This is an optimization exercise on Yosys and OpenROAD, whose aim is small area, a short achievable clock period and few clock cycles per item, not a production implementation. At most, simulation tests tie the RTL to the original design; equivalence was not proved. Power and IR drop assume default switching activity.

v6:
==> flow/design.v <==
`timescale 1ns / 1ps 
`timescale 1ns / 1ps
 `timescale 1ns / 1ps 
module muldiv#(parameter XLEN = 32)
(
    input                   clk_i,
    input                   rst_i,
    input  [XLEN-1 : 0]     a_i,
    input  [XLEN-1 : 0]     b_i,
    input                   req_i,
    input  [ 2 : 0]         operation_sel_i,
    output [XLEN-1 : 0]     muldiv_result_o,
    output reg              ready_o
);
reg st_idle, st_mul, st_corr, st_norm, st_div, st_fix, st_done;
reg  [4:0]  cnt;       
reg  [32:0] acc_hi;    
reg  [31:0] acc_lo;    
reg  [32:0] opd;       
reg         corr;      
reg         negq;      
reg         negr;      
reg         is_rem, out_hi;
reg  [5:0]  la, lb;    
reg c_one1, c_two1, c_neg1, c_one2, c_two2, c_neg2;
reg c_z0, c_z1, c_cz, c_cin;
wire [2:0] op = operation_sel_i;
wire is_div  = op[2];
wire a_sgn   = (op == 3'd1) | (op == 3'd2) | (op == 3'd4) | (op == 3'd6);
wire b_sgn   = (op == 3'd1) | (op == 3'd4) | (op == 3'd6);
wire a_neg   = a_sgn & a_i[31];
wire b_neg   = b_sgn & b_i[31];
wire b_zero  = (b_i == 32'b0);
wire [36:0] m1x = {{4{opd[32]}}, opd};
wire [36:0] m2x = {{3{opd[32]}}, opd, 1'b0};
wire [36:0] pp1 = ({37{c_one1}} & m1x | {37{c_two1}} & m2x) ^ {37{c_neg1}};
wire [36:0] pp2 = ({37{c_one2}} & m1x | {37{c_two2}} & m2x) ^ {37{c_neg2}};
wire [36:0] row_x = {{4{acc_hi[32]}}, acc_hi};
wire [36:0] row_y = pp1;
wire [36:0] row_z = {pp2[34:0], c_z1, c_z0};
wire [36:0] csa_s = row_x ^ row_y ^ row_z;
wire [36:0] csa_c = {(row_x[35:0] & row_y[35:0]) | (row_x[35:0] & row_z[35:0]) |
                     (row_y[35:0] & row_z[35:0]), c_cz};
wire [37:0] tsum  = {csa_s, c_cin} + {csa_c, c_cin};
wire [36:0] T     = tsum[37:1];
wire        q_bit = ~T[36];
function [2:0] booth;
    input [2:0] x;
    booth = {x[2], x[1] ^ x[0], (x[2] & ~x[1] & ~x[0]) | (~x[2] & x[1] & x[0])};
endfunction
function [5:0] bitlen;
    input [31:0] x;
    integer i;
    begin
        bitlen = 6'd0;
        for (i = 0; i < 32; i = i + 1)
            if (x[i]) bitlen = i + 1;
    end
endfunction
wire [5:0]  nq = la + {5'd0, negr} - lb;   
wire        q_zero = negq ? T[36] : nq[5];
wire [32:0] dnorm = opd << nq[4:0];
wire        last = (cnt == 5'd0);
wire start     = (st_idle | st_done) & req_i;
wire mul_end   = st_mul & last;
wire norm_end  = st_norm & q_zero;
wire div_end   = st_div & last;
wire fix_next  = (norm_end | div_end) & is_rem & negr;
wire done_next = (start & is_div & b_zero) | (mul_end & ~corr) | st_corr |
                 ((norm_end | div_end) & ~(is_rem & negr)) | st_fix;
always @(posedge clk_i)
begin
    if (rst_i) begin
        st_idle <= 1'b1;
        st_mul  <= 1'b0;
        st_corr <= 1'b0;
        st_norm <= 1'b0;
        st_div  <= 1'b0;
        st_fix  <= 1'b0;
        st_done <= 1'b0;
        ready_o <= 1'b0;
    end
    else begin
        st_idle <= (st_idle | st_done) & ~req_i;
        st_mul  <= (start & ~is_div) | (st_mul & ~last);
        st_corr <= mul_end & corr;
        st_norm <= start & is_div & ~b_zero;
        st_div  <= (st_norm & ~q_zero) | (st_div & ~last);
        st_fix  <= fix_next;
        st_done <= done_next;
        ready_o <= done_next;
    end
end
always @(posedge clk_i)
begin
    is_rem <= op[1];
    negq   <= (a_neg ^ b_neg) & ~b_zero & ~op[1];
    negr   <= a_neg & ~b_zero;
    corr   <= ~b_sgn & b_i[31] & (op[1:0] != 2'b00);
    out_hi <= is_div ? op[1] : (op[1:0] != 2'b00);
    la     <= bitlen({a_i[31] & ~a_sgn, a_i[30:0] ^ a_i[31:1]});
    lb     <= bitlen({b_i[31] & ~b_sgn, b_i[30:0] ^ b_i[31:1]} | 32'd1);
end
always @(posedge clk_i)
begin
    if (st_mul)
        acc_hi <= T[36:4];
    else if (st_corr | st_norm | (st_div & q_bit))
        acc_hi <= T[32:0];
    else if (st_fix)
        acc_hi <= ~T[32:0];             
    else if (!st_div)
        acc_hi <= is_div ? {1'b0, a_i ^ {32{a_neg & ~b_zero}}} : 33'b0;
    if (st_mul)
        acc_lo <= {T[3:0], acc_lo[31:4]};
    else if (st_div)
        acc_lo <= {acc_lo[30:0], q_bit ^ negq};
    else if (st_norm)
        acc_lo <= {32{negq & ~q_zero}};
    else
        acc_lo <= is_div ? 32'hffffffff : b_i;
    if (st_norm)
        opd <= dnorm;
    else if (st_div)
        opd <= {opd[32], opd[32:1]};
    else
        opd <= is_div ? {b_neg, b_i} : {a_neg, a_i};
    if (st_norm)
        cnt <= nq[4:0];
    else if (st_mul | st_div)
        cnt <= cnt - 5'd1;
    else
        cnt <= 5'd7;
end
always @(posedge clk_i)
begin
    {c_one1, c_two1, c_neg1, c_one2, c_two2, c_neg2} <= 6'b0;
    {c_z0, c_z1, c_cz, c_cin} <= 4'b0;
    if (st_idle | st_done) begin
        if (!is_div) begin
            {c_neg1, c_one1, c_two1} <= booth({b_i[1:0], 1'b0});
            {c_neg2, c_one2, c_two2} <= booth(b_i[3:1]);
            c_z0  <= b_i[1];
            c_z1  <= b_i[3];
            c_cz  <= b_i[3];
            c_cin <= b_i[3];
        end
        else begin
            c_one1 <= (a_neg ^ b_neg) & ~op[1];
            c_neg1 <= (a_neg ^ b_neg) & ~op[1] & ~b_neg;
            c_z0   <= (a_neg ^ b_neg) & ~op[1] & ~b_neg;
            c_cz   <= a_neg;
        end
    end
    else if (st_mul) begin
        if (!last) begin
            {c_neg1, c_one1, c_two1} <= booth(acc_lo[5:3]);
            {c_neg2, c_one2, c_two2} <= booth(acc_lo[7:5]);
            c_z0  <= acc_lo[5];
            c_z1  <= acc_lo[7];
            c_cz  <= acc_lo[7];
            c_cin <= acc_lo[7];
        end
        else
            c_one1 <= 1'b1;             
    end
    else if ((st_norm & ~q_zero) | (st_div & ~last)) begin
        c_one1 <= 1'b1;                 
        c_neg1 <= ~opd[32];
        c_z0   <= ~opd[32];
    end
    else if (st_norm | st_div)
        c_neg1 <= 1'b1;                 
end
assign muldiv_result_o = out_hi ? acc_hi[31:0] : acc_lo;
endmodule
clock: 8.5 ns
lec_check: 0
cap_margin: 20
core_margin: 2
core_utilization: 40
place_density: 0.6
setup_slack_margin: 4.0
slew_margin: 20
run.sh (not shown) runs the stock make flow with config.mk's settings and CLKGATE_MAP_FILE= SYNTH_SCRIPT=/design/flow/synth_recipe.tcl, a recipe that flattens the netlist after the stock synthesis.
v6 | stages: all done | timing, DRC, antenna: all pass
Input-level comparison between v7 and v6:
diff --git a/flow/design.v b/flow/design.v
--- a/flow/design.v
+++ b/flow/design.v
@@ -58,5 +58,5 @@
     end
 endfunction
-wire [5:0]  nq = la + {5'd0, negr} - lb;   
+wire [5:0]  nq = la - lb;                  
 wire        q_zero = negq ? T[36] : nq[5];
 wire [32:0] dnorm = opd << nq[4:0];
@@ -99,6 +99,6 @@
     corr   <= ~b_sgn & b_i[31] & (op[1:0] != 2'b00);
     out_hi <= is_div ? op[1] : (op[1:0] != 2'b00);
-    la     <= bitlen({a_i[31] & ~a_sgn, a_i[30:0] ^ a_i[31:1]});
-    lb     <= bitlen({b_i[31] & ~b_sgn, b_i[30:0] ^ b_i[31:1]} | 32'd1);
+    la     <= bitlen(a_i ^ {32{a_neg}}) + {5'd0, a_neg};
+    lb     <= bitlen(b_neg ? (~b_i | 32'd1) : b_i);
 end
 always @(posedge clk_i)
Notes after the runs:
As of v7, first-iteration DRC count had risen by more than 10% compared to v6.
On non-clock buffer count, the lower figure sits with v7, not v6.
v6 and v7 ended up with nearly the same sequential portion of the cell area.
v7 was carried through to the last stage, and its layout satisfied the timing, design-rule and antenna checks.
Per the comparison of v7 with v6, worst stage delay on the critical path saw an increase; I/O pin count essentially unchanged; sequential power level; post-placement setup slack went down.
| global-route wire length before repair | lower: v6 |
v7: sequential share of the synthesized area lower than v6
Sequential share of power came out lower on v7 than on v6.
Total length of routed met3 wires shrinks slightly when moving from v6 to v7.
Detailed route, v7 vs v6: via total higher for v7
Testbench counts of v7, summed over its fixed seeds: cycles 30,115, ops 3,200.
Function not checked in v6: the RTL went through the layout flow alone.

static timing again, ports no longer ideal:
In the flow no input, the clock included, has a driving cell. The finished layouts below were timed again as built, in two steps. Step 1, drivers: a clkbuf_16 drives clk_i and a buf_2 each remaining input, both assumed. Step 2 adds t to the input delays and takes it off the output delays; t is the mean of the earliest and latest rising clock arrival at the registers after step 1. Input paths then give back, and output paths get back, about the clock's delay inside the block. Three values: ideal ports, drivers, drivers and shift; two values: the first two.
run | t, ns | setup WS [ns] | worst slew at a driven data input, ns
v6 | 0.494 | 4.033 / 4.033 / 3.681 | 0.04
v7 | 0.498 | 3.894 / 3.925 / 3.427 | 0.05
After both steps setup and hold are still met in every run listed. The setup slack of v7, which loses most, moves by +0.031 ns with the drivers and by -0.467 ns with both steps.
